Background: an optimization exercise with open tools, aiming at small area and a short achievable clock period. Do not read the settings as production practice.
RTL that was checked went through simulation tests only; none was proved equivalent to the original.
No driver is modelled on the clock port, so clock power and skew are understated where the tree is cut down; a real chip needs a root buffer or a tree.
Power is estimated from default activity; no workload was simulated.

==> module fifo_cnt, before the edit <==
module fifo_cnt (
     input        wr_en, rd_en,
     input  [7:0] ta,
     input  [6:0] tb,
     input        nempty, full_r, nempty_o,
     output [7:0] ta_n,
     output [6:0] tb_n,
     output       nempty_n, full_n, nempty_o_n);
     wire do_write = wr_en & ~ta[7];
     wire [6:0] tb_inc = tb[6] ? 7'b0 : {tb[5:0], 1'b1};
     wire [7:0] ta_inc = tb[6] ? {ta[6:0], 1'b1} : ta;
     wire [6:0] tb_dec = tb[0] ? {1'b0, tb[6:1]} : 7'b1111111;
     wire [7:0] ta_dec = tb[0] ? ta : {1'b0, ta[7:1]};
     wire [17:0] cur = {full_r, nempty_o, nempty, ta, tb};
     wire [17:0] inc = {ta[6] & tb[6], 1'b1, 1'b1, ta_inc, tb_inc};
     wire [17:0] dec = {1'b0, ta[0] | tb[1], ta[0] | tb[1], ta_dec, tb_dec};
     wire [17:0] x0 = do_write ? inc : cur;
     wire [17:0] x1r = do_write ? cur : dec;
     wire [17:0] x1 = nempty ? x1r : x0;
     wire [17:0] nx;
     genvar k;
     generate
        for (k = 0; k < 18; k = k + 1) begin : m
           fifo_mux2 u (.s(rd_en), .a(x0[k]), .b(x1[k]), .y(nx[k]));
        end
     endgenerate
     assign {full_n, nempty_o_n, nempty_n, ta_n, tb_n} = nx;
endmodule
==> module fifo_mux2, before the edit <==
module fifo_mux2 (input s, a, b, output y);
     assign y = s ? b : a;
endmodule
clock: 4.0 ns
lec_check: 0
cap_margin: 20
core_margin: 2
core_utilization: 55
setup_slack_margin: 2.25
slew_margin: 20
synth_hierarchical: 1
synth_minimum_keep_size: 0
standard.sh (not shown) runs the stock make flow with config.mk's settings and CLKGATE_MAP_FILE= SYNTH_SCRIPT=/design/flow/synth_recipe.tcl, a recipe that flattens the netlist after the stock synthesis.
==> flow/flow/run.sh <==
#!/bin/bash
# The standard ORFS flow (standard.sh), except that the clock tree is built by
# flow/cts_hook.tcl: a two-level tree of root buffers (up to 4 on the clock
# port) feeding leaf buffers at the centres of balanced groups of flip-flops.
set -euo pipefail
here=$(pwd)
export PRE_CTS_TCL=$here/flow/cts_hook.tcl
export MYCTS_LEAVES=${MYCTS_LEAVES:-21}
export MYCTS_ROOTS=${MYCTS_ROOTS:-4}
# port buffers: a plain buffer rather than the delay cell ORFS picks by area
export BUFFER_PORTS_ARGS="-buffer_cell sky130_fd_sc_hd__buf_4"
bash standard.sh finish > "$here/orfs_make.log" 2>&1 || { tail -n 50 "$here/orfs_make.log"; exit 1; }
tail -n 5 "$here/orfs_make.log"
Other scripts of this flow, unchanged in this note and not shown: flow/flow/cts_hook.tcl, flow/flow/mycts.tcl
Then changed:
--- a/flow/design.v
+++ b/flow/design.v
@@ -95,27 +95,18 @@
      input        nempty, full_r, nempty_o,
      output [7:0] ta_n,
      output [6:0] tb_n,
      output       nempty_n, full_n, nempty_o_n);
+     wire do_read  = rd_en & nempty;
      wire do_write = wr_en & ~ta[7];
+     wire up   = do_write & ~do_read;
+     wire down = do_read & ~do_write;
      wire [6:0] tb_inc = tb[6] ? 7'b0 : {tb[5:0], 1'b1};
      wire [7:0] ta_inc = tb[6] ? {ta[6:0], 1'b1} : ta;
      wire [6:0] tb_dec = tb[0] ? {1'b0, tb[6:1]} : 7'b1111111;
      wire [7:0] ta_dec = tb[0] ? ta : {1'b0, ta[7:1]};
-     wire [17:0] cur = {full_r, nempty_o, nempty, ta, tb};
-     wire [17:0] inc = {ta[6] & tb[6], 1'b1, 1'b1, ta_inc, tb_inc};
-     wire [17:0] dec = {1'b0, ta[0] | tb[1], ta[0] | tb[1], ta_dec, tb_dec};
-     wire [17:0] x0 = do_write ? inc : cur;
-     wire [17:0] x1r = do_write ? cur : dec;
-     wire [17:0] x1 = nempty ? x1r : x0;
-     wire [17:0] nx;
-     genvar k;
-     generate
-        for (k = 0; k < 18; k = k + 1) begin : m
-           fifo_mux2 u (.s(rd_en), .a(x0[k]), .b(x1[k]), .y(nx[k]));
-        end
-     endgenerate
-     assign {full_n, nempty_o_n, nempty_n, ta_n, tb_n} = nx;
+     assign tb_n     = up ? tb_inc : down ? tb_dec : tb;
+     assign ta_n     = up ? ta_inc : down ? ta_dec : ta;
+     assign nempty_n = up | (down ? (ta[0] | tb[1]) : nempty);
+     assign nempty_o_n = up | (down ? (ta[0] | tb[1]) : nempty_o);
+     assign full_n   = up ? (ta[6] & tb[6]) : (~down & full_r);
 endmodule
-module fifo_mux2 (input s, a, b, output y);
-     assign y = s ? b : a;
-endmodule
=> Wire length fell by 6.1%; worst setup slack gains 0.061 ns; synthesized cell count went down by 2.1%; die area went down by 2.1%; utilization decreases by 0.67 points; global-route usage rose by 0.14 points.
No run of this note included a check of the RTL's function; only the layout flow was run. No run of this note takes its clock network from TritonCTS; it comes from the design's own scripts or RTL.

run 3:
The RTL this note starts from:
==> flow/design.v <==
`timescale 1ns/1ps
module fifo_sync #(
     parameter Depth = 64,
     parameter Width = 8)
    (input clk,
     input  resetn,
     input [Width-1:0] data_in,
     input wr_en, rd_en,
     output [Width-1:0] data_out,
     output empty, full);
     reg  [7:0] ta;
     reg  [6:0] tb;
     reg        nempty;       
     reg        full_r;       
     wire do_read  = rd_en & nempty;
     wire do_write = wr_en & ~ta[7];
     wire up   = do_write & ~do_read;
     wire down = do_read & ~do_write;
     always @(posedge clk or negedge resetn)
        if (!resetn) begin
           ta      <= 8'b0;
           tb      <= 7'b0;
           nempty  <= 1'b0;
           full_r  <= 1'b0;
        end else if (up) begin
           if (tb[6]) begin                  
              tb <= 7'b0;
              ta <= {ta[6:0], 1'b1};
           end else
              tb <= {tb[5:0], 1'b1};
           nempty  <= 1'b1;
           full_r  <= ta[6] & tb[6];         
        end else if (down) begin
           if (!tb[0]) begin                 
              tb <= 7'b1111111;
              ta <= {1'b0, ta[7:1]};
           end else
              tb <= {1'b0, tb[6:1]};
           nempty  <= ta[0] | tb[1];         
           full_r  <= 1'b0;
        end
     assign empty = ~nempty;
     assign full  = full_r;
     wire [Depth:0] vn;
     genvar i;
     generate
        for (i = 0; i < Depth; i = i + 1) begin : dec
           wire a_gt  = ta[i / 8];
           wire a_ge  = (i / 8 == 0) ? 1'b1 : ta[(i / 8 + 7) % 8];
           wire b_gt  = (i % 8 == 7) ? 1'b0 : tb[i % 8 % 7];
           assign vn[i] = ~(a_gt | (a_ge & b_gt));
        end
     endgenerate
     assign vn[Depth] = 1'b1;
     wire rd_n = ~rd_en;
     reg  [Width-1:0] mem [0:Depth-1];
     generate
        for (i = 0; i < Depth; i = i + 1) begin : ent
           wire hold, shift, load;
           wire [Width-1:0] next;
           fifo_nor2 h (.a(rd_en), .b(vn[i]), .y(hold));
           if (i + 1 < Depth) begin : mid
              fifo_nor2 s (.a(rd_n), .b(vn[i+1]), .y(shift));
              fifo_ao21 l (.a(rd_en), .b(vn[i+1]), .c(vn[i]), .y(load));
              assign next = mem[(i + 1) % Depth];
           end else begin : last
              assign shift = 1'b0;
              assign load  = rd_en | vn[i];
              assign next  = {Width{1'b0}};
           end
           wire [Width-1:0] d;
           fifo_sel #(.Width(Width)) sel (
              .hold(hold), .shift(shift), .load(load),
              .cur(mem[i]), .nxt(next), .din(data_in), .d(d));
           always @(posedge clk)
              mem[i] <= d;
        end
     endgenerate
     assign data_out = mem[0];
endmodule
module fifo_sel #(
     parameter Width = 8)
    (input hold, shift, load,
     input [Width-1:0] cur, nxt, din,
     output [Width-1:0] d);
     assign d = ({Width{hold}}  & cur)
              | ({Width{shift}} & nxt)
              | ({Width{load}}  & din);
endmodule
module fifo_nor2 (input a, b, output y);
     assign y = ~(a | b);
endmodule
module fifo_ao21 (input a, b, c, output y);
     assign y = (a & b) | c;
endmodule
clock: 4.0 ns
lec_check: 0
cap_margin: 20
core_margin: 2
core_utilization: 55
setup_slack_margin: 2.25
slew_margin: 20
synth_hierarchical: 1
synth_minimum_keep_size: 0
Scripts as last shown in full above: flow/flow/run.sh
Other scripts of this flow, unchanged in this note and not shown: flow/flow/cts_hook.tcl, flow/flow/mycts.tcl
Run 3 finished all stages; the layout is clean.
The inputs of run 5 differ from those of run 3 as listed below.
-- flow/design.v --
<<< run 3, line 13
     reg        nempty;       
     reg        full_r;       
     wire do_read  = rd_en & nempty;
     wire do_write = wr_en & ~ta[7];
     wire up   = do_write & ~do_read;
     wire down = do_read & ~do_write;
     always @(posedge clk or negedge resetn)
        if (!resetn) begin
>>> run 5, line 13
     reg        nempty;       
     reg        full_r;       
     wire [7:0] ta_n;
     wire [6:0] tb_n;
     wire       nempty_n, full_n;
     fifo_cnt cnt (
        .wr_en(wr_en), .rd_en(rd_en), .ta(ta), .tb(tb), .nempty(nempty),
        .ta_n(ta_n), .tb_n(tb_n), .nempty_n(nempty_n), .full_n(full_n),
        .full_r(full_r));
     always @(posedge clk or negedge resetn)
        if (!resetn) begin
<<< run 3, line 23
           nempty  <= 1'b0;
           full_r  <= 1'b0;
        end else if (up) begin
           if (tb[6]) begin                  
              tb <= 7'b0;
              ta <= {ta[6:0], 1'b1};
           end else
              tb <= {tb[5:0], 1'b1};
           nempty  <= 1'b1;
           full_r  <= ta[6] & tb[6];         
        end else if (down) begin
           if (!tb[0]) begin                 
              tb <= 7'b1111111;
              ta <= {1'b0, ta[7:1]};
           end else
              tb <= {1'b0, tb[6:1]};
           nempty  <= ta[0] | tb[1];         
           full_r  <= 1'b0;
        end
     assign empty = ~nempty;
>>> run 5, line 26
           nempty  <= 1'b0;
           full_r  <= 1'b0;
        end else begin
           ta      <= ta_n;
           tb      <= tb_n;
           nempty  <= nempty_n;
           full_r  <= full_n;
        end
     assign empty = ~nempty;
<<< run 3, line 94
     assign y = (a & b) | c;
endmodule
>>> run 5, line 86
     assign y = (a & b) | c;
endmodule
module fifo_cnt (
     input        wr_en, rd_en,
     input  [7:0] ta,
     input  [6:0] tb,
     input        nempty, full_r,
     output [7:0] ta_n,
     output [6:0] tb_n,
     output       nempty_n, full_n);
     wire do_read  = rd_en & nempty;
     wire do_write = wr_en & ~ta[7];
     wire up   = do_write & ~do_read;
     wire down = do_read & ~do_write;
     wire [6:0] tb_inc = tb[6] ? 7'b0 : {tb[5:0], 1'b1};
     wire [7:0] ta_inc = tb[6] ? {ta[6:0], 1'b1} : ta;
     wire [6:0] tb_dec = tb[0] ? {1'b0, tb[6:1]} : 7'b1111111;
     wire [7:0] ta_dec = tb[0] ? ta : {1'b0, ta[7:1]};
     assign tb_n     = up ? tb_inc : down ? tb_dec : tb;
     assign ta_n     = up ? ta_inc : down ? ta_dec : ta;
     assign nempty_n = up | (down ? (ta[0] | tb[1]) : nempty);
     assign full_n   = up ? (ta[6] & tb[6]) : (~down & full_r);
endmodule
### Flow results
Largest driver fanout on the critical path: run 5 vs run 3 up 1
Run 5: flow completed, timing, DRC and antenna clean
Per the final summary, run 3 finished and its layout is clean on timing, DRC and antenna.
Delta (run 5 minus run 3): total power now larger; placed cell count comparable; clock share of power now smaller; combinational share of power now smaller.
Summary of run 5 over run 3: number of global-route vias before repair increased 3.4%; worst setup slack decreased 0.016 ns; met1 routing resource usage after global routing decreased 3.2 points; final cell count without fillers decreased 0.65%.
Any difference in synthesized-area fraction occupied by xor and xnor cells between run 5 and run 3 is small enough to ignore.
Final worst-path cycle share is higher on run 5
Only the layout flow was run in run 5; the RTL was not checked for function there. No run of this note takes its clock network from TritonCTS; it comes from the design's own scripts or RTL.

-- what the ideal ports hide --
Ports are ideal in the flow. The routed layouts listed here were re-timed in OpenROAD. Step 1 (the two cells are an assumption about what drives the block):
set clk [get_ports {clk}]
set_driving_cell -lib_cell sky130_fd_sc_hd__clkbuf_16 $clk
set_driving_cell -lib_cell sky130_fd_sc_hd__buf_2 [delete_from_list [all_inputs] $clk]
Step 2 times the ports against the registers' clock, not the clock port: input delays grow and output delays shrink by t, the midpoint of the rising clock arrivals with the driver on. a / b / c = ideal / step 1 / step 2; a / b = the first two.
| run | t (ns) | setup slack, ns | worst hold slack (ns) | worst data-port slew with drivers (ns) | cell pins on the clock port's net |
|---|---|---|---|---|---|
| the first run of note 1 | 0.471 | 2.186 / 2.134 / 1.814 | 0.289 / 0.241 / 0.468 | 0.07 | 4 |
| the second run of note 1 | 0.470 | 2.246 / 2.124 / 1.654 | 0.293 / 0.246 / 0.471 | 0.29 | 4 |
| run 3 | 0.462 | 2.233 / 2.119 / 1.768 | 0.287 / 0.289 / 0.451 | 0.12 | 4 |
| run 5 | 0.456 | 2.217 / 2.141 / 1.782 | 0.294 / 0.244 / 0.462 | 0.09 | 4 |
After both steps setup and hold are still met in every run listed. For the second run of note 1, which loses most, drivers alone change the setup slack by -0.122 ns; drivers and shift together by -0.592 ns.
